What follows belongs to an exercise in optimizing a design on an open flow for small area; a production flow would make more cautious choices.
Only simulation tests tie the RTL to the original design; equivalence was not proved.
Power is estimated from default activity; no workload was simulated.

==> design/flow/design.v <==
`timescale 1ns / 1ps
module decryption_regfile #(
            parameter addr_witdth    = 8,
            parameter reg_width      = 16
        )(
            input clk,         
            input rst_n,       
            input [addr_witdth - 1 : 0]    addr,   
            input                          read,   
            input                          write,  
            input [reg_width - 1 : 0]      wdata,  
            output reg [reg_width - 1 : 0] rdata,  
            output reg                     done,   
            output reg                     error,  
            output reg [reg_width - 1 : 0] select,     
            output reg [reg_width - 1 : 0] caesar_key,
            output reg [reg_width - 1 : 0] scytale_key,
            output reg [reg_width - 1 : 0] zigzag_key
    );
    always @(posedge clk) begin
        if (rst_n) begin
            done <= (read || write);  
            error <= (addr == 8'd0 || addr == 8'd16 || addr == 8'd18 || addr == 8'd20) ? 0 : 1;
            case (addr)
                8'd0: begin  
                    rdata <= (read)  ? select : 0;
                    select <= (write) ? {14'b0, wdata[1:0]} : select;
                end
                8'd16: begin  
                    rdata <= (read) ? caesar_key : 0;
                    caesar_key <= (write) ? wdata : caesar_key;
                end
                8'd18: begin  
                    rdata <= (read) ? scytale_key : 0;
                    scytale_key <= (write) ? wdata : scytale_key;
                end
                8'd20: begin  
                    rdata <= (read) ? zigzag_key : 0;
                    zigzag_key <= (write) ? wdata : zigzag_key;
                end
            endcase
        end
        else begin
            rdata <= 0;
            done <= 1;
            error <= 0;
            select <= 0;
            caesar_key <= 0;
            scytale_key <= 16'hFFFF;
            zigzag_key <= 16'h2;
        end
    end
endmodule
`timescale 1ns / 1ps
module demux #(
        parameter MST_DWIDTH = 32,
        parameter SYS_DWIDTH = 8
    )(
        input clk_sys,       
        input rst_n,         
        input[1:0] select,
        input [MST_DWIDTH - 1 : 0]          data_i,      
        input                               valid_i,     
        output reg [SYS_DWIDTH - 1 : 0]     data0_o,     
        output reg                          valid0_o,    
        output reg [SYS_DWIDTH - 1 : 0]     data1_o,     
        output reg                          valid1_o,    
        output reg [SYS_DWIDTH - 1 : 0]     data2_o,     
        output reg                          valid2_o     
    );
    reg [MST_DWIDTH - 1 : 0] stored_data;
    reg [1:0] state;
    always @(posedge clk_sys) begin
        if (rst_n) begin  
            case (state)  
                2'b00: begin  
                    data0_o <= (select == 2'b00 && stored_data != 0) ? stored_data[23:16] : 0;
                    valid0_o <= (select == 2'b00 && stored_data != 0) ? 1 : 0;
                    data1_o <= (select == 2'b01 && stored_data != 0) ? stored_data[23:16] : 0;
                    valid1_o <= (select == 2'b01 && stored_data != 0) ? 1 : 0;
                    data2_o <= (select == 2'b10 && stored_data != 0) ? stored_data[23:16] : 0;
                    valid2_o <= (select == 2'b10 && stored_data != 0) ? 1 : 0;
                    if (valid_i || stored_data != 0)
                        state <= state + 2'b01;  
                end
                2'b01: begin  
                    data0_o <= (select == 2'b00 && stored_data != 0) ? stored_data[15:8] : 0;
                    valid0_o <= (select == 2'b00 && stored_data != 0) ? 1 : 0;
                    data1_o <= (select == 2'b01 && stored_data != 0) ? stored_data[15:8] : 0;
                    valid1_o <= (select == 2'b01 && stored_data != 0) ? 1 : 0;
                    data2_o <= (select == 2'b10 && stored_data != 0) ? stored_data[15:8] : 0;
                    valid2_o <= (select == 2'b10 && stored_data != 0) ? 1 : 0;
                    state <= state + 2'b01;  
                end
                2'b10: begin  
                    data0_o <= (select == 2'b00 && stored_data != 0) ? stored_data[7:0] : 0;
                    valid0_o <= (select == 2'b00 && stored_data != 0) ? 1 : 0;
                    data1_o <= (select == 2'b01 && stored_data != 0) ? stored_data[7:0] : 0;
                    valid1_o <= (select == 2'b01 && stored_data != 0) ? 1 : 0;
                    data2_o <= (select == 2'b10 && stored_data != 0) ? stored_data[7:0] : 0;
                    valid2_o <= (select == 2'b10 && stored_data != 0) ? 1 : 0;
                    stored_data <= (valid_i) ? data_i : 0;  
                    state <= state + 2'b01;  
                end
                2'b11: begin  
                    data0_o <= (select == 2'b00 && stored_data != 0) ? stored_data[31:24] : 0;
                    valid0_o <= (select == 2'b00 && stored_data != 0) ? 1 : 0;
                    data1_o <= (select == 2'b01 && stored_data != 0) ? stored_data[31:24] : 0;
                    valid1_o <= (select == 2'b01 && stored_data != 0) ? 1 : 0;
                    data2_o <= (select == 2'b10 && stored_data != 0) ? stored_data[31:24] : 0;
                    valid2_o <= (select == 2'b10 && stored_data != 0) ? 1 : 0;
                    state <= state + 2'b01;  
                end
            endcase
        end else begin  
            data0_o <= 0; valid0_o <= 0;
            data1_o <= 0; valid1_o <= 0;
            data2_o <= 0; valid2_o <= 0;
            state <= 0; stored_data <= 0;
        end
    end
endmodule
`timescale 1ns / 1ps
module mux #(
        parameter D_WIDTH = 8
    )(
        input clk,       
        input rst_n,     
        input[1:0] select,
        output reg[D_WIDTH - 1 : 0] data_o,      
        output reg                  valid_o,     
        input [D_WIDTH - 1 : 0]     data0_i,     
        input                       valid0_i,    
        input [D_WIDTH - 1 : 0]     data1_i,      
        input                       valid1_i,     
        input [D_WIDTH - 1 : 0]     data2_i,     
        input                       valid2_i     
    );
    always @(posedge clk) begin
        if (!rst_n || select == 2'b11) begin
            data_o <= 0;
            valid_o <= 0;
        end else begin  
            case (select)
                2'b00: begin
                    data_o <= (valid0_i) ? data0_i : 0;
                    valid_o <= (valid0_i);
                end
                2'b01: begin  
                    data_o <= (valid1_i) ? data1_i : 0;
                    valid_o <= (valid1_i);
                end
                2'b10: begin  
                    data_o <= (valid2_i) ? data2_i : 0;
                    valid_o <= (valid2_i);
                end
            endcase
        end
    end
endmodule
`timescale 1ns / 1ps
module caesar_decryption #(
                parameter D_WIDTH = 8,
                parameter KEY_WIDTH = 16
            )(
            input clk,         
            input rst_n,       
            input[D_WIDTH - 1:0] data_i,     
            input valid_i,                   
            input[KEY_WIDTH - 1 : 0] key,    
            output reg busy,
            output reg[D_WIDTH - 1:0] data_o,    
            output reg valid_o                   
    );
    always @(posedge clk) begin
        busy <= 0;
        if (rst_n) begin
            valid_o <= valid_i;
            data_o <= (valid_i) ? data_i - key : 0;
        end 
        if (!rst_n) begin
            valid_o <= 0;
            data_o <= 0;
        end
    end
endmodule
`timescale 1ns / 1ps
module scytale_decryption#(
            parameter D_WIDTH = 8, 
            parameter KEY_WIDTH = 8, 
            parameter MAX_NOF_CHARS = 50,
            parameter START_DECRYPTION_TOKEN = 8'hFA
        )(
            input clk,       
            input rst_n,     
            input[D_WIDTH - 1:0] data_i,     
            input valid_i,                   
            input[KEY_WIDTH - 1 : 0] key_N,      
            input[KEY_WIDTH - 1 : 0] key_M,      
            output reg busy,                     
            output reg[D_WIDTH - 1:0] data_o,    
            output reg valid_o                   
    );
    reg [D_WIDTH * MAX_NOF_CHARS - 1 : 0] message;   
    reg [KEY_WIDTH - 1 : 0] n;   
    reg [KEY_WIDTH - 1 : 0] i;
    reg [KEY_WIDTH - 1 : 0] j;
    always @(posedge clk) begin
        if (rst_n && valid_i) begin  
            if (data_i != START_DECRYPTION_TOKEN && !busy) begin
                message[D_WIDTH * n +: D_WIDTH ] <= data_i;
                n <= n + 1;  
            end else begin
                i <= 0; j <= 0;
                busy <= 1;   
            end
        end
        if (busy) begin  
            if (j < n) begin
                valid_o <= 1;    
                data_o <= message[D_WIDTH * j +: D_WIDTH ];
                j <= j + key_N;
            end else begin
                valid_o <= 1;    
                i <= i + 1;  
                j <= i + 1 + key_N;
                if (i + 1 < key_N) begin
                    data_o <= message[D_WIDTH * (i+1) +: D_WIDTH ];
                end
            end
        end
        if ( rst_n == 0 || (i+1 >= key_N && j >= n)) begin
            n <= 0; i <= 0; j <= 0;
            message <= 0;
            valid_o <= 0;
            data_o <= 0;
            busy <= 0;
        end
    end
endmodule
`timescale 1ns / 1ps
module zigzag_decryption #(
                parameter D_WIDTH = 8,
                parameter KEY_WIDTH = 8,
                parameter MAX_NOF_CHARS = 50,
                parameter START_DECRYPTION_TOKEN = 8'hFA
            )(
            input clk,       
            input rst_n,     
            input[D_WIDTH - 1:0] data_i,     
            input valid_i,                   
            input[KEY_WIDTH - 1 : 0] key,
            output reg busy,                   
            output reg[D_WIDTH - 1:0] data_o,  
            output reg valid_o                 
    );
    reg [D_WIDTH * MAX_NOF_CHARS - 1 : 0] message;  
    reg [KEY_WIDTH - 1 : 0] n;  
    reg [KEY_WIDTH - 1 : 0] index_o;  
    reg [KEY_WIDTH - 1 : 0] i;
    reg [KEY_WIDTH - 1 : 0] j;
    reg [KEY_WIDTH - 1 : 0] k;
    reg [KEY_WIDTH - 1 : 0] state;  
    reg [KEY_WIDTH - 1 : 0] aux1;
    reg [KEY_WIDTH - 1 : 0] aux2;
    always @(posedge clk) begin
        if (rst_n && valid_i) begin  
            if (data_i != START_DECRYPTION_TOKEN && !busy) begin
                message[D_WIDTH * n +: D_WIDTH] <= data_i;
                n <= n + 1'b1;  
            end else begin  
                index_o <= 0;    
                busy <= 1;   
                case (key)
                    2: begin
                        aux1 <= (n>>1) + (n&1);  
                    end
                    3: begin
                        aux1 <= (n>>2) + ( ((n&3) > 0) ? 1 : 0 );
                        aux2 <= (n>>2) * 2 + ( ((n&3) > 1) ? 1 : 0 );
                    end
                endcase
            end
        end
        if (busy && index_o < n) begin  
            case (key)
                2: begin
                    valid_o <= 1;    
                    index_o <= index_o + 1;
                    case (state)
                        0: begin
                            data_o <= message[D_WIDTH * i +: D_WIDTH];
                            state <= 1;  
                        end
                        1: begin
                            data_o <= message[D_WIDTH * ( i + aux1 ) +: D_WIDTH];
                            i <= i + 1; 
                            state <= 0;  
                        end
                    endcase
                end
                3: begin
                    valid_o <= 1;    
                    index_o <= index_o + 1;
                    case (state)
                        0: begin  
                            data_o <= message[D_WIDTH * i +: D_WIDTH];
                            i <= i + 1;
                            state <= 1;
                        end
                        1: begin  
                            data_o <= message[D_WIDTH * ( j + aux1 ) +: D_WIDTH];
                            j <= j + 1;
                            state <= 2;
                        end
                        2: begin  
                            data_o <= message[D_WIDTH * ( k + aux1 + aux2 ) +: D_WIDTH];
                            k <= k + 1;
                            state <= 3;
                        end
                        3: begin 
                            data_o <= message[D_WIDTH * ( j + aux1 ) +: D_WIDTH];
                            j <= j + 1;
                            state <= 0;
                        end
                    endcase
                end
                default: begin
                    valid_o <= 1;
                    data_o <= message[D_WIDTH * index_o +: D_WIDTH];
                    index_o <= index_o + 1;
                end
            endcase
        end
        if ( (busy && index_o >= n) || rst_n == 0) begin
            valid_o <= 0;
            data_o <= 0;
            busy <= 0;
            message <= 0;
            n <= 0;
            index_o <= 0;
            i <= 0; j <= 0; k <= 0;
            state <= 0;
            aux1 <= 0;
            aux2 <= 0;
        end
    end
endmodule
`timescale 1ns / 1ps
module decryption_top#(
            parameter addr_witdth   = 8,
            parameter reg_width     = 16,
            parameter MST_DWIDTH    = 32,
            parameter SYS_DWIDTH    = 8
        )(
        input clk_sys,       
        input rst_n,         
        input [MST_DWIDTH -1 : 0]   data_i,      
        input                       valid_i,     
        output                      busy,        
        output [SYS_DWIDTH - 1 : 0] data_o,      
        output                      valid_o,     
        input[addr_witdth - 1:0]    addr,    
        input                       read,    
        input                       write,   
        input [reg_width - 1 : 0]   wdata,   
        output[reg_width - 1 : 0]   rdata,   
        output                      done,    
        output                      error    
    );
    wire                        caesar_busy;
    wire [reg_width - 1 : 0]    caesar_key;
    wire                        caesar_valid_o;
    wire [SYS_DWIDTH - 1 : 0]   caesar_data_o;
    wire                        caesar_valid_i;
    wire [SYS_DWIDTH - 1 : 0]   caesar_data_i;
    wire                        scytale_busy;
    wire [reg_width - 1 : 0]    scytale_key;
    wire                        scytale_valid_o;
    wire [SYS_DWIDTH - 1 : 0]   scytale_data_o;
    wire                        scytale_valid_i;
    wire [SYS_DWIDTH - 1 : 0]   scytale_data_i;
    wire                        zigzag_busy;
    wire [reg_width - 1 : 0]    zigzag_key;
    wire                        zigzag_valid_o;
    wire [SYS_DWIDTH - 1 : 0]   zigzag_data_o;
    wire                        zigzag_valid_i;
    wire [SYS_DWIDTH - 1 : 0]   zigzag_data_i;
    wire [reg_width - 1 : 0] mux_select;
    decryption_regfile regfile(
        .clk(clk_sys),
        .rst_n(rst_n),
        .addr(addr),
        .read(read),
        .write(write),
        .rdata(rdata),
        .wdata(wdata),
        .done(done),
        .error(error),
        .select(mux_select),
        .caesar_key(caesar_key),
        .scytale_key(scytale_key),
        .zigzag_key(zigzag_key)
    );
    demux dmx(
        .clk_sys(clk_sys),
        .rst_n(rst_n),
        .select(mux_select[1:0]),
        .data_i(data_i),
        .valid_i(valid_i),
        .data0_o(caesar_data_i),
        .valid0_o(caesar_valid_i),
        .data1_o(scytale_data_i),
        .valid1_o(scytale_valid_i),
        .data2_o(zigzag_data_i),
        .valid2_o(zigzag_valid_i)
    );
    mux mx(
        .clk(clk_sys),
        .rst_n(rst_n),
        .select(mux_select[1:0]),
        .data_o(data_o),
        .valid_o(valid_o),
        .data0_i(caesar_data_o),
        .valid0_i(caesar_valid_o),
        .data1_i(scytale_data_o),
        .valid1_i(scytale_valid_o),
        .data2_i(zigzag_data_o),
        .valid2_i(zigzag_valid_o)
    );
    caesar_decryption cd(
        .clk(clk_sys),
        .rst_n(rst_n),
        .data_i(caesar_data_i),
        .valid_i(caesar_valid_i),
        .key(caesar_key),
        .busy(caesar_busy),
        .data_o(caesar_data_o),
        .valid_o(caesar_valid_o)
    );
    scytale_decryption sd(
        .clk(clk_sys),
        .rst_n(rst_n),
        .data_i(scytale_data_i),
        .valid_i(scytale_valid_i),
        .key_M(scytale_key[7:0]),
        .key_N(scytale_key[15:8]),
        .busy(scytale_busy),
        .data_o(scytale_data_o),
        .valid_o(scytale_valid_o)
    );
    zigzag_decryption zd(
        .clk(clk_sys),
        .rst_n(rst_n),
        .data_i(zigzag_data_i),
        .valid_i(zigzag_valid_i),
        .key(zigzag_key[7:0]),
        .busy(zigzag_busy),
        .data_o(zigzag_data_o),
        .valid_o(zigzag_valid_o)
    );
    assign busy = (caesar_busy || scytale_busy || zigzag_busy);
endmodule
==> design/flow/run.sh <==
#!/bin/bash
# synth_recipe.tcl (not shown) runs the flow's synth.tcl, then flattens the netlist and writes it again
# the make line also repeats each setting of config.mk as NAME=value (left out here)
make -C /OpenROAD-flow-scripts/flow DESIGN_CONFIG=/design/flow/config.mk WORK_HOME=/design/flow/orfs CLKGATE_MAP_FILE= SYNTH_SCRIPT=/design/flow/synth_recipe.tcl finish
==> design/flow/config.mk <==
export PLATFORM = sky130hd
export DESIGN_NAME = decryption_top
export DESIGN_NICKNAME = decryption_top
export VERILOG_FILES = /design/flow/design.v
export SDC_FILE = /design/flow/constraint.sdc
export NUM_CORES = 4
export LEC_CHECK = 0
export CAP_MARGIN = 20
export CORE_MARGIN = 2
export CORE_UTILIZATION = 40
export PLACE_DENSITY = 0.6
export SLEW_MARGIN = 20
==> design/flow/constraint.sdc <==
create_clock -name core_clock -period 7.5 [get_ports {clk_sys}]
set_input_delay 1.5000 -clock core_clock [delete_from_list [all_inputs] [get_ports {clk_sys}]]
set_output_delay 1.5000 -clock core_clock [all_outputs]
set_load 0.01 [all_outputs]
==> key figures <==
Outcome
  – Status: complete, no violations

Synthesis
  – Asr flop ratio synth: 0%
  – Sequential area share after synthesis: between 30% and 40%
  – Syn Inst Count: 6546
  – Synth Area per Inst: 9.56 sq um
  – Synth Net Count: 6708
  – Post-synth EDFFs: 0
  – Mapped cell area: approximately 0.063 sq mm
  – Post-synthesis cell type count: 96
  – Ys Warns: 6
  – Main synth FF type: dfxtp_1
  – Flops & latches, synth: between 1000 and 1500

Finish
  – Fraction of layout instances using a drive strength above 1: about 16%
  – # nets final: 6444
  – Final Non-Filler Cells: 8442
  – Area delta synth->final: 10.2%
  – Design area: 0.0690 sq mm
  – FILL cells: 14832

STA
  – Fin. Hold Viols: 0
  – RSZ-0062 raised after global routing: no
  – Fmax: 188 MHz
  – Minimum clock period: 5.33 ns
  – Hold WS: 0.452 ns
  – Slew Limit Fails: 0
  – Max-slew headroom: slightly above 7%
  – Worst Tran Pin Value: between 1 and 1.5 ns
  – Setup TNS: 0 ns
  – Worst clock skew: 0.0614 ns
  – Final WS setup: between 2 and 2.5 ns
  – Setup violators final: 0
  – Fin crit share: a little under three quarters

CTS
  – Clock sinks: 1048
  – Root buffer cell: clkbuf_16
  – Cts hold-fix bufs: 0
  – Num CTS Buffers: around 120
  – Clock-pin slew on the worst setup and hold paths: 0.07 ns
  – Post CTS Setup Buffer Count: 0
  – Worst skew pair latency: around 0.8 ns
  – Max clock buf depth: 3
  – Htree depth: 3
  – Post-CTS sizing: 0
  – TritonCTS clock tree: built

Global route
  – Number of global-route vias before repair: ~50000
  – Largest net degree at the start of global routing: 230
  – Gr ovfl total: 0
  – Initial antenna violation count: 8
  – First-pass GRT wire length: 343000 um
  – Tot GR Track Use: 28.3%

Route
  – Vias/cell: 6.37
  – Vias post-DR: about 54000
  – Detail Route Antenna Nets: 0
  – Routed wire length: 231000 um
  – DRT Pass-1 Iters: 6
  – 1st-iter DRT viols: 6550
  – # DRC: 0
  – Post-DR wirelength/cell: about 27 um

Flow run
  – Max-cap violations: 0

Floorplanning
  – Chip Width: around 400 um
  – Core footprint: 0.156 sq mm
  – Starting density of the core: between 40 and 50%
  – Die footprint: 0.160 sq mm
  – Io pins: 89
  – # rows: around 150
  – Chip Height: 400 um

Placement
  – RePlAce Congestion: ~1.0
  – Dpl cells: 8220
  – Setup WS pre-CTS: 2.22 ns
  – Detailed Place HPWL: 154000 um
  – Port bufs: 88
  – Placed Area: 0.0648 sq mm

Power
  – Net Sw Frac: 23.1%
  – Sequential share of power: between 40% and 50%
  – Worst vdd ir: 0.212 mV
  – Sw power: 2.83 mW
  – PwrDens: roughly 180 mW/mm^2
  – Logic pwr share: about 2.8%
  – Pint: 9.42 mW
  – P_leak: 22.1 nW
  – Clock power share: 51.4%

Setup path
  – Worst path required time: 8.18 ns
  – Critical Path End Type: register
  – Crit path DAT: 6.01 ns
  – Reg2Reg Setup Slack: 2.17 ns
  – Crit path cell chain: ha_1, ha_1, or3b_2, nand2_4, buf_4, a211oi_1, nor4_1, a211oi_1, o21ai_0, o311ai_0, o22ai_1
  – Biggest cell delay along the critical path: 0.81 ns
  – Crit path launch type: register
  – Worst path slowest cell: nand2_4
  – Critical Setup Path Class: reg -> reg
  – Top fanout value on the critical path: 54

Hold path
  – HP Class: reg -> reg
==> synth_stat cells (all sizes together), types with 57 or more instances <==
cell,instances,area share [%]
a21oi,378,3.0
inv,62,0.37
and3,65,0.65
xnor2,57,0.81
clkbuf,384,2.3
mux4,477,17
dfxtp,1048,34
o21ai,257,2.1
nor2,973,6.1
buf,215,1.8
mux2i,901,14
a211oi,102,1.2
nor3,79,0.84
nand2,584,3.5
ha,95,1.9
nand3,130,1.0
nor2b,59,0.59
a22oi,58,0.70
==> cells by family (layout without fill, tap and decap cells) <==
group,Yosys count,in the layout,share of synthesized area [%]
other,0,3,0
xor gates and xnor gates,84,84,1.19
muxes,1416,1416,32.3
adders and majority gates,101,101,2.09
DFF,1048,1048,33.5
AOI/OAI and AO/OA,1147,1147,11.6
buffers and inverters,664,499,4.47
and+or+nand+nor,2086,2086,14.9
==> state kept, by name (all words and copies together), names as in the netlist, 8 cells and up <==
| name | cells |
|---|---|
| regfile.scytale_key | 16 |
| sd.data_o | 8 |
| sd.n | 8 |
| zd.i | 8 |
| zd.aux1 | 8 |
| dmx.stored_data | 32 |
| zd.message | 400 |
| regfile.rdata | 16 |
| mx.data_o | 8 |
| zd.index_o | 8 |
| zd.data_o | 8 |
| sd.i | 8 |
| zd.j | 8 |
| cd.data_o | 8 |
| regfile.zigzag_key | 16 |
| zd.n | 8 |
| sd.j | 8 |
| zd.k | 8 |
| dmx.data0_o | 8 |
| dmx.data1_o | 8 |
| sd.message | 400 |
| dmx.data2_o | 8 |
| regfile.caesar_key | 16 |
==> critical path, delay by kind of cell (launching register included) <==
family / cells / cell delay, ns
compound gates: 5 / 1.39
fa+ha+maj: 2 / 0.55
buf+inv: 1 / 0.54
flops: 1 / 0.46
simple gates: 3 / 2.25
==> layout by cell type, fill, tap and decap left out, types with 37 or more instances in the layout <==
master and n:
mux2_2 37, ha_1 94, nor3_1 56, o22ai_1 52
and3_1 65, clkdlybuf4s50_1 87, xnor2_1 55, nor2b_1 59
nand3_1 128, o21ai_0 251, nor2_2 40, nand2_1 580
buf_4 120, o221ai_1 53, a21oi_1 378, a211oi_1 101
mux2i_1 897, mux4_2 477, dfxtp_1 1017, clkbuf_16 118
a22oi_1 58, nor2_1 921, inv_1 61, a311oi_1 38
==> worst paths after layout <==
kind,to,cells past startpoint,startpoint
setup / recovery,zd.data_o[1],11,zd.aux1[0]
setup reg to reg,zd.data_o[1],11,zd.aux1[0]
hold reg to reg,regfile.rdata[13],2,regfile.rdata[13]
hold / removal,regfile.rdata[13],2,regfile.rdata[13]
==> power by group through the flow <==
stage               logic (mW)  clock network, mW  registers [mW]
floorplan                0.233                  0            5.73
global placement         0.335                  0            5.73
detailed placement       0.338                  0            5.73
CTS                      0.339               6.38            5.61
global route             0.374               6.60            5.61
finish                   0.340               6.30            5.61
==> cell type report <==
class | count | area (sq um) | share of cell area [%]
tap | 2058 | 2570 | 3.73
clock inverter | 45 | 766 | 1.11
timing repair buffer | 215 | 1920 | 2.78
multi-input combinational | 4834 | 39000 | 56.5
sequential | 1048 | 21000 | 30.5
antenna | 3 | 7.51 | 0.0109
clock buffer | 174 | 3460 | 5.02
inverter | 65 | 244 | 0.354
==> per-layer routing <==
| metal | vias to the layer above | routed length, um | global-route usage [%] |
|---|---|---|---|
| met2 | 2888 | 105000 | 44.4 |
| li1 | 23494 | - | - |
| met3 | 739 | 20800 | 5.77 |
| met4 | 8 | 14600 | 15.4 |
| met1 | 26671 | 91000 | 36.4 |
| met5 | - | 52 | 0 |
==> through the flow <==
step	power, mW	util, %
floorplan	5.96	-
global placement	6.06	41.5
detailed placement	6.07	41.6
CTS	12.3	44.3
global route	12.6	44.3
finish	12.2	44.3

-- afterwards: timing with drivers on the ports --
The results above use ideal ports. As a check the final layout listed here was re-extracted and re-timed, cells and wires unchanged.
Step 1 assumes that a clkbuf_16 drives the clock port and a buf_2 every other input.
Step 2 adds t to the input delays and takes it off the output delays; t is the mean of the earliest and latest rising clock arrival at the registers after step 1. Input paths then give back, and output paths get back, about the clock's delay inside the block.
a / b / c = ideal ports / drivers / drivers and shift; a / b = the first two.
t, ns: 0.847
setup slack, ns: 2.169 / 2.169 / 2.107
latest minus earliest clock arrival (ns): 0.062 / 0.063
pins driven straight from the clock port: 1
After both steps setup and hold are still met in this run. The setup slack of this run moves by 0.000 ns with the drivers and by -0.062 ns with both steps.
